Context: an optimization exercise on an open-source flow, tuned for small area, a short achievable clock period and few clock cycles per item. The choices shown serve that exercise and are no tape-out recipe. Only simulation tests tie the RTL to the original design; equivalence was not proved. Power figures rest on the tool's default switching activity, not on a simulated workload.

== run a ==
// fir_wrapper
module fir_wrapper (
    input           wb_clk_i,
    input           wb_rst_i,
    input           wbs_stb_i,
    input           wbs_cyc_i,
    input           wbs_we_i,
    input   [3:0]   wbs_sel_i,
    input  [31:0]   wbs_dat_i,
    input  [31:0]   wbs_adr_i,
    output          wbs_ack_o,
    output [31:0]   wbs_dat_o
);
  wire req = wbs_stb_i & wbs_cyc_i;
  reg        ack_r, init_r, act;
  reg  [1:0] ph;
  reg  [3:0] icnt;
  assign wbs_ack_o = ack_r;
  wire p0 = (ph == 2'd0);
  wire p1 = (ph == 2'd1);
  wire p3 = (ph == 2'd3);
  wire a_x   =  wbs_we_i &  wbs_adr_i[7];                   
  wire a_y   = ~wbs_we_i &  wbs_adr_i[7];                   
  wire a_ctl =  wbs_we_i & ~wbs_adr_i[7] & ~wbs_adr_i[6];   
  wire a_st  = ~wbs_we_i & ~wbs_adr_i[7];                   
  wire a_h   =  wbs_we_i & ~wbs_adr_i[7] &  wbs_adr_i[6];   
  wire [3:0] kt;    
  assign kt[0] = (wbs_adr_i[5:2] <= 4'd2);
  assign kt[1] = (wbs_adr_i[5:2] >= 4'd3) & (wbs_adr_i[5:2] <= 4'd5);
  assign kt[2] = (wbs_adr_i[5:2] >= 4'd6) & (wbs_adr_i[5:2] <= 4'd8);
  assign kt[3] = (wbs_adr_i[5:2] >= 4'd9);
  wire h_ok  = (kt[0] & p3) | (kt[1] & p0) | (kt[2] & p1) | (kt[3] & (ph == 2'd2));
  wire a_go  = (a_x & p3) | ((a_y | a_ctl) & p1) | a_st | (a_h & h_ok);
  always @(posedge wb_clk_i or posedge wb_rst_i) begin
    if (wb_rst_i) begin
      ack_r <= 1'b0; init_r <= 1'b1; act <= 1'b0;
      ph <= 2'd0; icnt <= 4'd0;
    end else begin
      ph <= ph + 2'd1;
      ack_r <= req & ~ack_r & ~init_r & a_go;
      if (p3) begin
        act  <= init_r | (req & ~ack_r & a_x);
        if (init_r) icnt <= icnt + 4'd1;
        if (icnt == 4'd12) init_r <= 1'b0;
      end
    end
  end
  reg [3:0] mask_r;
  always @(posedge wb_clk_i) begin
    mask_r[0] <= wbs_adr_i[7];
    mask_r[1] <= wbs_adr_i[2];
    mask_r[2] <= wbs_adr_i[7] & wbs_adr_i[2];
    mask_r[3] <= wbs_adr_i[7] | wbs_adr_i[2];
  end
  wire [2:0] kj;    
  assign kj[0] = (wbs_adr_i[5:2] == 4'd0) | (wbs_adr_i[5:2] == 4'd3) | (wbs_adr_i[5:2] == 4'd6) | (wbs_adr_i[5:2] == 4'd9);
  assign kj[1] = (wbs_adr_i[5:2] == 4'd1) | (wbs_adr_i[5:2] == 4'd4) | (wbs_adr_i[5:2] == 4'd7) | (wbs_adr_i[5:2] == 4'd10);
  assign kj[2] = (wbs_adr_i[5:2] == 4'd2) | (wbs_adr_i[5:2] == 4'd5) | (wbs_adr_i[5:2] == 4'd8);
  reg [2:0] hw;
  always @(posedge wb_clk_i)
  ...
Size: roughly 980 flip-flops.
export LEC_CHECK = 0
export CAP_MARGIN = 20
export CORE_MARGIN = 2
export CORE_UTILIZATION = 50
export SLEW_MARGIN = 20
export SYNTH_HIERARCHICAL = 1
export SYNTH_MINIMUM_KEEP_SIZE = 0
export SETUP_SLACK_MARGIN = 6.5
create_clock -name core_clock -period 10.0 [get_ports {wb_clk_i}]
standard.sh (not shown) runs the stock make flow with config.mk's settings and CLKGATE_MAP_FILE= SYNTH_SCRIPT=/design/flow/synth_recipe.tcl, a recipe that flattens the netlist after the stock synthesis.
==> flow/flow/run.sh <==
#!/bin/bash
set -e
cp standard.sh standard.sh.log
cp config.mk config.mk.orig.log
echo "export SETUP_SLACK_MARGIN = 6.5" >> config.mk
bash standard.sh > standard.log 2>&1
No stage failed in run a, and the final checks on the layout all came back clean.
Testbench counts of run a, summed over its fixed seeds: cycles 5,120, items 1,280.
Input-level comparison between run b and run a:
- SETUP_SLACK_MARGIN changed from 6.5 to 6.0
==> flow/flow/run.sh <==
#!/bin/bash
set -e
cp standard.sh standard.sh.log
cp config.mk config.mk.orig.log
echo "export SETUP_SLACK_MARGIN = 6.0" >> config.mk
bash standard.sh > standard.log 2>&1
Findings:
- Summary of run b over run a: leakage power saw a decrease; count of nets after finishing now sits lower; non-clock buffer area fraction after layout decreased by 2.3 points relative to the old numbers; final worst slack shows a reduction of 0.34 ns.
- Run b vs run a — via density per instance dropped by a few percent
- Run b vs. run a: sequential share of layout area increased 0.76 points; sum of internal, switching and leakage power essentially unchanged; maximum clock frequency shrank by 8.5%; worst setup slack before clock tree synthesis shows a reduction of 0.24 ns; number of antenna violations at the first check in global routing has increased.
- Run a has a lower power attributed to the clock group than run b.

========
## v20
Another version of the RTL of fir_wrapper (not shown whole).
Size in the first run: roughly 980 flip-flops, about 110 I/O pins.
Settings: LEC_CHECK=0, CAP_MARGIN=20, CORE_MARGIN=2, CORE_UTILIZATION=60, CTS_CLUSTER_SIZE=30, SLEW_MARGIN=20, SYNTH_HIERARCHICAL=1, SYNTH_MINIMUM_KEEP_SIZE=0, SETUP_SLACK_MARGIN=6.5; clock period 10.0 ns.
==> flow/flow/run.sh <==
#!/bin/bash
set -e
cp standard.sh standard.sh.log
cp config.mk config.mk.orig.log
echo "export SETUP_SLACK_MARGIN = 6.5" >> config.mk
bash standard.sh > standard.log 2>&1
Testbench counts of v20, summed over its fixed seeds: cycles 5,120, items 1,280.
Relative to v20, the following input files were edited for v49:
==> flow/flow/run.sh <==
#!/bin/bash
set -e
cp standard.sh standard.sh.log
cp config.mk config.mk.orig.log
echo "export SETUP_SLACK_MARGIN = 6.5" >> config.mk
bash standard.sh MATCH_CELL_FOOTPRINT=0 finish > standard.log 2>&1
==> comparison <==
Summary of v49 over v20: count of clock-buffer cells in the layout down 4, I/O pin total stayed essentially flat, hold slack shows no meaningful change.
Cmp v20 and v49 / upper clock frequency limit / higher: v20
[v49] count of inserted antenna diode cells fell 6 relative to v20
sky130_fd_sc_hd__dfxtp_4 as the cell type of the slowest stage on the worst timing path was reported by v49, and sky130_fd_sc_hd__fa_1 by v20.
Portion of the layout cell area used by non-clock buffers essentially unchanged between v49 and v20.
Looking only at final worst slack, and setting everything else aside, the higher value of v20 and v49 goes to v20.
> inputs changed (v49 -> v21)
# v49
export LEC_CHECK = 0
export CAP_MARGIN = 20
export CORE_MARGIN = 2
export CORE_UTILIZATION = 60
export CTS_CLUSTER_SIZE = 30
export SLEW_MARGIN = 20
export SYNTH_HIERARCHICAL = 1
export SYNTH_MINIMUM_KEEP_SIZE = 0
export SETUP_SLACK_MARGIN = 6.5
create_clock -name core_clock -period 10.0 [get_ports {wb_clk_i}]
# v21
export LEC_CHECK = 0
export CAP_MARGIN = 20
export CORE_MARGIN = 2
export CORE_UTILIZATION = 70
export CTS_CLUSTER_DIAMETER = 60
export CTS_CLUSTER_SIZE = 40
export SLEW_MARGIN = 20
export SYNTH_HIERARCHICAL = 1
export SYNTH_MINIMUM_KEEP_SIZE = 0
export SETUP_SLACK_MARGIN = 6.5
create_clock -name core_clock -period 10.0 [get_ports {wb_clk_i}]
==> flow/flow/run.sh <==
#!/bin/bash
set -e
cp standard.sh standard.sh.log
cp config.mk config.mk.orig.log
echo "export SETUP_SLACK_MARGIN = 6.5" >> config.mk
bash standard.sh > standard.log 2>&1
--- outcome ---
v21: wire length reported by the detailed router 4.9% below v49. Re met1 track utilization from global routing: v21 is 3.4 points up on v49. The lower setup slack after layout came out of v49. Relative to v49, area of all placed cells without fillers has decreased by 1.8% in v21. v21 improves on v49 in floorplan die area. Delta (v21 minus v49): detailed-router iteration count before antenna repair grew by 1, fraction of the cycle the final worst path needs did not really move.
Modified inputs, v48 compared to v21
# v21
export LEC_CHECK = 0
export CAP_MARGIN = 20
export CORE_MARGIN = 2
export CORE_UTILIZATION = 70
export CTS_CLUSTER_DIAMETER = 60
export CTS_CLUSTER_SIZE = 40
export SLEW_MARGIN = 20
export SYNTH_HIERARCHICAL = 1
export SYNTH_MINIMUM_KEEP_SIZE = 0
export SETUP_SLACK_MARGIN = 6.5
create_clock -name core_clock -period 10.0 [get_ports {wb_clk_i}]
# v48
export LEC_CHECK = 0
export CAP_MARGIN = 20
export CORE_MARGIN = 2
export CORE_UTILIZATION = 70
export CTS_CLUSTER_SIZE = 30
export SLEW_MARGIN = 20
export SYNTH_HIERARCHICAL = 1
export SYNTH_MINIMUM_KEEP_SIZE = 0
export SETUP_SLACK_MARGIN = 6.5
create_clock -name core_clock -period 10.0 [get_ports {wb_clk_i}]
[summary]
- On highest clock rate, v21 and v48 are basically level.
- Compare v21 and v48 | met3 track demand over resource in global routing higher: v21
- Every stage of the flow completed for v48, and the final layout passed the timing, DRC and antenna checks.
- Taking v21 as the reference, in v48 count of buffers inserted at the top-level ports held steady, post-route non-filler standard cell count rose 34, number of antenna violations at the first check in global routing went up 1.
- Of v21 and v48, v48 shows the higher final instance area, with v21 below it.
- The higher final total power came out of v48.
- Compared with v21, v48 shows a number of cells traversed by the worst register-to-register path that is 2 lower.
- v48 vs. v21: final core utilization rose by 0.43 points, fraction of the cycle the final worst path needs stayed essentially flat.
- Diff v21..v48 | total of max-cap violations | negligible
What v17 does differently from v48 at the input level:
# v48
export LEC_CHECK = 0
export CAP_MARGIN = 20
export CORE_MARGIN = 2
export CORE_UTILIZATION = 70
export CTS_CLUSTER_SIZE = 30
export SLEW_MARGIN = 20
export SYNTH_HIERARCHICAL = 1
export SYNTH_MINIMUM_KEEP_SIZE = 0
export SETUP_SLACK_MARGIN = 6.5
create_clock -name core_clock -period 10.0 [get_ports {wb_clk_i}]
# v17
export LEC_CHECK = 0
export CAP_MARGIN = 20
export CORE_MARGIN = 2
export CORE_UTILIZATION = 70
export CTS_CLUSTER_SIZE = 30
export SLEW_MARGIN = 20
export SYNTH_HIERARCHICAL = 1
export SYNTH_MINIMUM_KEEP_SIZE = 0
export SETUP_SLACK_MARGIN = 6.65
create_clock -name core_clock -period 10.0 [get_ports {wb_clk_i}]
==> flow/flow/run.sh <==
#!/bin/bash
set -e
cp standard.sh standard.sh.log
cp config.mk config.mk.orig.log
echo "export SETUP_SLACK_MARGIN = 6.65" >> config.mk
bash standard.sh > standard.log 2>&1
## What came out
v48 reports its endpoint of the worst setup timing path as wbs_dat_o[8] while v17 reports pr2[67]. v48 → v17: worst hold slack shows a reduction of 0.0042 ns; power dissipated in sequential cells shows no meaningful change. v17: overall power consumption 2.1% above v48. Going from v48 to v17, data required time of the critical path moved up, share of the core filled with cells in the final layout higher, number of cells in the design after placement now sits at about the same level. As of v17, total non-filler cell area in the finished layout had risen by a few percent compared to v48. Between v48 and v17, number of cells upsized or downsized after cts increased. Period utilization was lower in v17 than in v48. As far as number of failing hold endpoints at the final stage goes, v17 and v48 are indistinguishable; the numbers are identical.

[separate check: timing with driven ports]
The results above use ideal ports. As a check the final layouts listed here were re-extracted and re-timed, cells and wires unchanged. Step 1 sets driving cells, clkbuf_16 on the clock port and buf_2 on the other inputs (assumed; they add their load-dependent delay and slew). Step 2 moves the port delays by t, midway between the first and last clock arrival at a register: inputs arrive t later, outputs are due t later. That takes back most of the time a late clock gives input paths. Slacks: ideal ports / drivers / drivers and shift; pairs: ideal ports / drivers.
run	t, ns	setup slack, ns	worst setup path at the end	cell pins on the clock port's net
run a	0.786	6.383 / 6.334 / 5.878	input to register	1
run b	0.776	6.047 / 6.028 / 5.729	input to register	1
v20	0.774	6.493 / 6.456 / 5.921	input to register	1
v49	0.777	6.405 / 6.328 / 5.974	input to register	1
v21	0.742	6.408 / 6.341 / 5.996	input to register	1
v48	0.770	6.418 / 6.345 / 6.000	input to register	1
v17	0.771	6.470 / 6.417 / 6.187	input to register	1
After both steps every run listed still meets setup and hold. The setup slack of v20, which loses most, moves by -0.037 ns with the drivers and by -0.572 ns with both steps.
